Background: an optimization exercise with open tools, aiming at small area. Do not read the settings as production practice.
Function was checked by simulation only, so behaviour that the tests miss may differ from the original.
Power figures rest on the tool's default switching activity, not on a simulated workload.

==> flow/design.v (excerpt) <==
module SpeedM(
	clk120,
	rst_n,
	Hall_a,
	Hall_b,
	Hall_c,
	Speed_Value,
	sv_h,
	time_sv
    );
input clk120,rst_n;
input Hall_a,Hall_b,Hall_c;
output [30:0] Speed_Value;
output [31:0] sv_h;
output reg [30:0] time_sv;
wire hallwave = (Hall_a ^ Hall_b) ^ Hall_c;
reg hallwave1, hallwave2, hallwave3, hallwave4;
always @(posedge clk120 or negedge rst_n)
  if (!rst_n) begin
    hallwave1 <= 1'b0;
    hallwave2 <= 1'b0;
    hallwave3 <= 1'b0;
    hallwave4 <= 1'b0;
  end else begin
    hallwave1 <= hallwave;
    hallwave2 <= hallwave1;
    hallwave3 <= hallwave2;
    hallwave4 <= hallwave3;
  end
wire hallwave_pn = hallwave4 ^ hallwave3;
localparam SV_IDLE_PN = 2'd0, WT_POS_PN = 2'd1, WT_POS2_PN = 2'd2, SpeedZero_PN = 2'd3;
reg [17:0] SVCnt_PN;
reg [17:0] SVMema0, SVMema1;
reg        SV_EN_FLAG_PN;
reg [1:0]  SVstate_PN;
wire pn_timeout = (SVCnt_PN > 18'd240000);
always @(posedge clk120 or negedge rst_n)
  if (!rst_n) begin
    SVCnt_PN <= 18'd0;
    SVMema0 <= 18'd0;
    SV_EN_FLAG_PN <= 1'b0;
    SVstate_PN <= SV_IDLE_PN;
  end else begin
    case (SVstate_PN)
      SV_IDLE_PN, WT_POS_PN: begin
        if (hallwave_pn) begin
          SVstate_PN <= (SVstate_PN == SV_IDLE_PN) ? WT_POS_PN : WT_POS2_PN;
          SVCnt_PN <= 18'd0;
        end else if (pn_timeout) begin
  ...
Size in the first run: ~2100 cells after synthesis, about 99 I/O pins, about 0.033 mm^2 of cells after synthesis.
clock: 8.0 ns
lec_check: 0
cap_margin: 20
core_margin: 2
core_utilization: 40
cts_buf_list: sky130_fd_sc_hd__clkbuf_16
cts_cluster_diameter: 80
cts_cluster_size: 30
gpl_timing_driven: 0
slew_margin: 20
standard.sh (not shown) runs the stock make flow with config.mk's settings and CLKGATE_MAP_FILE= SYNTH_SCRIPT=/design/flow/synth_recipe.tcl, a recipe that flattens the netlist after the stock synthesis.
==> flow/flow/run.sh <==
#!/bin/bash
# The standard ORFS layout (standard.sh, with the standard synthesis
# unchanged) with three changes:
#  - after the floorplan, OpenROAD's restructure re-maps the combinational
#    logic for area (registers untouched), with a Liberty file that leaves out
#    the platform's don't-use cells;
#  - clock tree synthesis without dummy loads, larger sink clusters;
#  - port buffers of the smallest buffer cell;
#  - before ORFS's repair_design, location-clustered buffer trees for the
#    high-fanout signal nets (flow/fanout_tree.tcl, an ORFS PRE_RESIZE hook).
# Each step's output goes to a log file in this folder (and ORFS's own logs).
set -euo pipefail
cd "$(dirname "$0")/.."
export CTS_ARGS="-sink_clustering_enable -repair_clock_nets -dont_use_dummy_load -sink_clustering_size 30 -sink_clustering_max_diameter 80 -buf_list sky130_fd_sc_hd__clkbuf_16"
export BUFFER_PORTS_ARGS="-buffer_cell sky130_fd_sc_hd__buf_1"
export PRE_RESIZE_TCL="$PWD/flow/fanout_tree.tcl"
bash standard.sh floorplan > make_floorplan.log 2>&1
mkdir -p rsz_work
export RES=$PWD/orfs/results/sky130hd/SpeedM/base
export RSZ_WORK=$PWD/rsz_work
export RSZ_LIB=$PWD/rsz_work/lib_no_dont_use.lib
python3 flow/filter_lib.py "$FLOW_HOME/platforms/sky130hd/config.mk" \
  "$FLOW_HOME/platforms/sky130hd/lib/sky130_fd_sc_hd__tt_025C_1v80.lib" "$RSZ_LIB" > filter_lib.log 2>&1
openroad -no_init -exit flow/restructure.tcl > restructure.log 2>&1
rm -f "$RSZ_LIB"
bash standard.sh finish > make_finish.log 2>&1
Other scripts of this flow, unchanged in this note and not shown: flow/flow/fanout_tree.tcl, flow/flow/filter_lib.py, flow/flow/restructure.tcl
The first run ran to the end with no violations.
Then changed:
--- a/flow/flow/run.sh
+++ b/flow/flow/run.sh
@@ -2,3 +2,3 @@
 # The standard ORFS layout (standard.sh, with the standard synthesis
-# unchanged) with three changes:
+# unchanged) with four changes:
 #  - after the floorplan, OpenROAD's restructure re-maps the combinational
Effect:
- The changed run produced a clean layout
- setup slack stays the same
- utilization does not change
- synthesized area does not change
- fmax is unchanged
- first-iteration DRC count stays the same
- count of clock-buffer cells in the layout is unchanged
- power stays the same
- final cell count does not change
- global-route usage stays the same
- register-to-register slack is about the same
- non-clock buffer count is unchanged
Then changed:
--- a/flow/flow/run.sh
+++ b/flow/flow/run.sh
@@ -13,3 +13,3 @@
 cd "$(dirname "$0")/.."
-export CTS_ARGS="-sink_clustering_enable -repair_clock_nets -dont_use_dummy_load -sink_clustering_size 30 -sink_clustering_max_diameter 80 -buf_list sky130_fd_sc_hd__clkbuf_16"
+export CTS_ARGS="-sink_clustering_enable -repair_clock_nets -dont_use_dummy_load -sink_clustering_size 30 -sink_clustering_max_diameter 100 -buf_list sky130_fd_sc_hd__clkbuf_16"
 export BUFFER_PORTS_ARGS="-buffer_cell sky130_fd_sc_hd__buf_1"
CTS_CLUSTER_DIAMETER = 100   (was 80)
Outcome:
- The new run went through all stages and came out clean
- core utilization is about the same
- combinational power hardly moves
- clock power drops by about 3%
- wire length stays flat
- critical path depth stays the same
- global-route usage is about the same
- power fell by 0.50%
- synthesized area stays the same

* * *

The RTL this note starts from:
==> flow/design.v <==
`timescale 1ns / 1ps
module SpeedM(
	clk120,
	rst_n,
	Hall_a,
	Hall_b,
	Hall_c,
	Speed_Value,
	sv_h,
	time_sv
    );
input clk120,rst_n;
input Hall_a,Hall_b,Hall_c;
output [30:0] Speed_Value;
output [31:0] sv_h;
output reg [30:0] time_sv;
wire hallwave = (Hall_a ^ Hall_b) ^ Hall_c;
reg hallwave1, hallwave2, hallwave3, hallwave4;
always @(posedge clk120 or negedge rst_n)
  if (!rst_n) begin
    hallwave1 <= 1'b0;
    hallwave2 <= 1'b0;
    hallwave3 <= 1'b0;
    hallwave4 <= 1'b0;
  end else begin
    hallwave1 <= hallwave;
    hallwave2 <= hallwave1;
    hallwave3 <= hallwave2;
    hallwave4 <= hallwave3;
  end
wire hallwave_pn = hallwave4 ^ hallwave3;
localparam SV_IDLE_PN = 2'd0, WT_POS_PN = 2'd1, WT_POS2_PN = 2'd2, SpeedZero_PN = 2'd3;
reg [17:0] SVCnt_PN;
reg [17:0] SVMema0, SVMema1;
reg        SV_EN_FLAG_PN;
reg [1:0]  SVstate_PN;
wire pn_timeout = (SVCnt_PN > 18'd240000);
always @(posedge clk120 or negedge rst_n)
  if (!rst_n) begin
    SVCnt_PN <= 18'd0;
    SVMema0 <= 18'd0;
    SV_EN_FLAG_PN <= 1'b0;
    SVstate_PN <= SV_IDLE_PN;
  end else begin
    case (SVstate_PN)
      SV_IDLE_PN, WT_POS_PN: begin
        if (hallwave_pn) begin
          SVstate_PN <= (SVstate_PN == SV_IDLE_PN) ? WT_POS_PN : WT_POS2_PN;
          SVCnt_PN <= 18'd0;
        end else if (pn_timeout) begin
          SVstate_PN <= (SVstate_PN == SV_IDLE_PN) ? WT_POS_PN : SpeedZero_PN;
          SVCnt_PN <= 18'd0;
        end else
          SVCnt_PN <= SVCnt_PN + 1'b1;
      end
      WT_POS2_PN: begin
        if (hallwave_pn) begin
          SV_EN_FLAG_PN <= 1'b1;
          SVMema0 <= SVCnt_PN;
          SVCnt_PN <= 18'd0;
        end else if (pn_timeout) begin
          SVCnt_PN <= 18'd0;
          SVstate_PN <= SpeedZero_PN;
        end else
          SVCnt_PN <= SVCnt_PN + 1'b1;
      end
      default: begin
        SV_EN_FLAG_PN <= 1'b0;
        SVstate_PN <= SV_IDLE_PN;
      end
    endcase
  end
always @(posedge clk120)
  if (SVstate_PN == WT_POS2_PN && hallwave_pn)
    SVMema1 <= SVMema0;
reg        Filter_State;
reg [18:0] SpeedV;
always @(posedge clk120 or negedge rst_n)
  if (!rst_n) begin
    Filter_State <= 1'b0;
    SpeedV <= 19'd0;
  end else if (Filter_State) begin
    SpeedV <= {1'b0, SVMema0} + {1'b0, SVMema1};
    Filter_State <= 1'b0;
  end else if (SV_EN_FLAG_PN)
    Filter_State <= 1'b1;
  else
    SpeedV <= 19'd0;
assign Speed_Value = {12'd0, SpeedV};
localparam SV_IDLE_H = 2'd0, WT_NEG_H = 2'd1, WT_POS_H = 2'd2, WT_POS2_H = 2'd3;
reg [1:0]  SVstate_H;
reg [5:0]  cnt_count;    
reg        lapped;       
reg        first;        
reg        rep;          
reg        clr;          
reg [5:0]  runlen;       
reg [30:0] sv_h_cnt;     
reg [23:0] sv_hr;
reg [18:0] since;
wire last_pos  = (cnt_count == 6'd35);
wire run_on   = (runlen != 6'd0);    
wire run_full = (runlen == 6'd36);   
wire h_timeout = (SVstate_H != WT_POS2_H) ? (since > 19'd400009) :
                 !(first || rep || run_on) && (lapped ? (since > 19'd400007) : (since > 19'd400008));
always @(posedge clk120 or negedge rst_n)
  if (!rst_n) begin
    SVstate_H <= SV_IDLE_H;
    rep <= 1'b0;
  end else begin
    rep <= 1'b0;
    case (SVstate_H)
      SV_IDLE_H: SVstate_H <= WT_NEG_H;
      WT_NEG_H:  if (hallwave_pn || h_timeout) SVstate_H <= WT_POS_H;
      WT_POS_H: begin
        if (hallwave_pn) SVstate_H <= WT_POS2_H;
        else if (h_timeout) SVstate_H <= SV_IDLE_H;
      end
      default: begin
        if (hallwave_pn) begin
          if (last_pos || lapped) rep <= 1'b1;
        end else if (h_timeout)
          SVstate_H <= SV_IDLE_H;
      end
    endcase
  end
always @(posedge clk120) begin
  first <= 1'b0;
  clr <= (SVstate_H != WT_POS2_H);
  case (SVstate_H)
    SV_IDLE_H: begin
      cnt_count <= 6'd0;
      lapped <= 1'b0;
    end
    WT_POS_H:
      if (hallwave_pn) first <= 1'b1;
    WT_POS2_H:
      if (hallwave_pn) begin
        cnt_count <= last_pos ? 6'd0 : cnt_count + 1'b1;
        if (last_pos) lapped <= 1'b1;
        if (!(last_pos || lapped)) first <= 1'b1;
      end
    default: ;
  endcase
end
always @(posedge clk120)
  if (rep) begin
    if (!run_full) runlen <= runlen + 1'b1;
  end else
    runlen <= 6'd0;
localparam [18:0] MEMBER = 19'h7ffff;
reg [18:0] ring [0:35];
reg [23:0] wcnt;         
wire adv = (SVstate_H == WT_POS2_H) && hallwave_pn;    
wire        ring_we = first | rep;
wire [18:0] ring_wd = first ? since : (run_on ? MEMBER : since + 1'b1);
integer i;
always @(posedge clk120) begin
  if (adv) begin
    for (i = 0; i < 34; i = i + 1)
      ring[i] <= ring[i + 1];
    ring[34] <= ring_we ? ring_wd : ring[35];
    ring[35] <= ring[0];
  end else if (ring_we)
    ring[35] <= ring_wd;
end
reg [35:1] zt;
reg [5:0]  zc;
always @* begin
  zt[35] = 1'b0;
  zt[1] = &ring[1][18:16];
  for (i = 2; i < 35; i = i + 1)
    zt[i] = zt[i - 1] & (&ring[i][18:16]);
  zc = 6'd0;
  for (i = 1; i < 35; i = i + 1)
    if (zt[i] && !zt[i + 1])
      zc = zc | i;
end
wire        rd_member = &ring[0][18:16];
wire [23:0] rd_diff   = rd_member ? 24'd0 : {5'd0, ring[0]} + {18'd0, zc};
always @(posedge clk120) begin
  if (first && cnt_count == 6'd0)
    wcnt <= 24'd0;
  else if ((rep && runlen >= 6'd35) || run_full)
    wcnt <= 24'd0;
  else if (rep)
    wcnt <= wcnt + 1'b1 - rd_diff;
  else
    wcnt <= wcnt + 1'b1;
  if (SVstate_H != WT_POS2_H) begin
    if (SVstate_H == SV_IDLE_H || hallwave_pn || h_timeout)
      since <= 19'd1;
    else
      since <= since + 1'b1;
  end else if (first || (run_on && !rep))
    since <= 19'd1;
  else
    since <= since + 1'b1;
end
always @(posedge clk120 or negedge rst_n)
  if (!rst_n) begin
    sv_hr <= 24'd0;
    sv_h_cnt <= 31'd0;
    time_sv <= 31'd0;
  end else begin
    if (rep) begin
      sv_hr <= wcnt;
      time_sv <= sv_h_cnt;
    end else if (clr)
      sv_hr <= 24'd0;
    sv_h_cnt <= sv_h_cnt + 1'b1;
  end
assign sv_h = {8'd0, sv_hr};
endmodule
Settings: LEC_CHECK=0, CAP_MARGIN=10, CORE_MARGIN=2, CORE_UTILIZATION=40, CTS_BUF_LIST=sky130_fd_sc_hd__clkbuf_16, CTS_CLUSTER_DIAMETER=80, CTS_CLUSTER_SIZE=30, GPL_TIMING_DRIVEN=0, SLEW_MARGIN=10; clock period 8.0 ns.
==> flow/flow/run.sh <==
#!/bin/bash
# The standard ORFS layout (standard.sh, with the standard synthesis
# unchanged) with three changes:
#  - after the floorplan, OpenROAD's restructure re-maps the combinational
#    logic for area (registers untouched), with a Liberty file that leaves out
#    the platform's don't-use cells;
#  - clock tree synthesis without dummy loads, larger sink clusters;
#  - port buffers of the smallest buffer cell.
# Each step's output goes to a log file in this folder (and ORFS's own logs).
set -euo pipefail
cd "$(dirname "$0")/.."
export CTS_ARGS="-sink_clustering_enable -repair_clock_nets -dont_use_dummy_load -sink_clustering_size 30 -sink_clustering_max_diameter 80 -buf_list sky130_fd_sc_hd__clkbuf_16"
export BUFFER_PORTS_ARGS="-buffer_cell sky130_fd_sc_hd__buf_1"
bash standard.sh floorplan > make_floorplan.log 2>&1
mkdir -p rsz_work
export RES=$PWD/orfs/results/sky130hd/SpeedM/base
export RSZ_WORK=$PWD/rsz_work
export RSZ_LIB=$PWD/rsz_work/lib_no_dont_use.lib
python3 flow/filter_lib.py "$FLOW_HOME/platforms/sky130hd/config.mk" \
  "$FLOW_HOME/platforms/sky130hd/lib/sky130_fd_sc_hd__tt_025C_1v80.lib" "$RSZ_LIB" > filter_lib.log 2>&1
openroad -no_init -exit flow/restructure.tcl > restructure.log 2>&1
rm -f "$RSZ_LIB"
bash standard.sh finish > make_finish.log 2>&1
Other scripts of this flow, unchanged in this note and not shown: flow/flow/filter_lib.py, flow/flow/restructure.tcl
The baseline ran to the end with no violations.
Next try:
- CAP_MARGIN: 10 -> 20
- CORE_UTILIZATION: 40 -> 60
- SLEW_MARGIN: 10 -> 20
=>
- die area shrinks by 33%
- global-route usage grows by 5.6 points
- total power grows by 0.39%
- hold slack hardly moves
- worst setup slack is better by 0.020 ns
- wire length shrinks by 4.2%
Next try:
- CORE_UTILIZATION: 60 -> 40
After rerunning: The new run went through all stages and came out clean. Sequential share of layout area decreases by 0.78 points. Non-clock buffer count shrinks by 5. Power hardly moves. Register-to-register slack improves by 0.04 ns. Sequential power stays flat. Design area rises by 1.1%.

[port drivers added, routing unchanged]
The results above use ideal ports. As a check the final layouts listed here were re-extracted and re-timed, cells and wires unchanged.
Step 1 sets driving cells, clkbuf_16 on the clock port and buf_2 on the other inputs (assumed; they add their load-dependent delay and slew).
Step 2, shift: input delay + t, output delay - t, t = (earliest + latest rising clock arrival at the registers) / 2. This alone moves slack from input paths to output paths.
a / b / c = ideal / step 1 / step 2; a / b = the first two.
run | t (ns) | setup WS [ns] | worst hold slack (ns) | worst setup path at the end | latest minus earliest clock arrival (ns)
the first run of note 1 | 0.627 | 0.642 / 0.642 / 0.642 | 0.350 / 0.350 / 0.350 | register to register | 0.072 / 0.071
the second run of note 1 | 0.627 | 0.642 / 0.642 / 0.642 | 0.350 / 0.350 / 0.350 | register to register | 0.072 / 0.071
the third run of note 1 | 0.607 | 0.621 / 0.621 / 0.621 | 0.359 / 0.359 / 0.359 | register to register | 0.098 / 0.098
the first run of note 2 | 0.633 | 0.645 / 0.645 / 0.645 | 0.360 / 0.360 / 0.360 | register to register | 0.054 / 0.054
the second run of note 2 | 0.635 | 0.665 / 0.665 / 0.665 | 0.361 / 0.361 / 0.361 | register to register | 0.041 / 0.041
the third run of note 2 | 0.631 | 0.705 / 0.705 / 0.705 | 0.365 / 0.365 / 0.365 | register to register | 0.078 / 0.077
After both steps setup and hold are still met in every run listed.
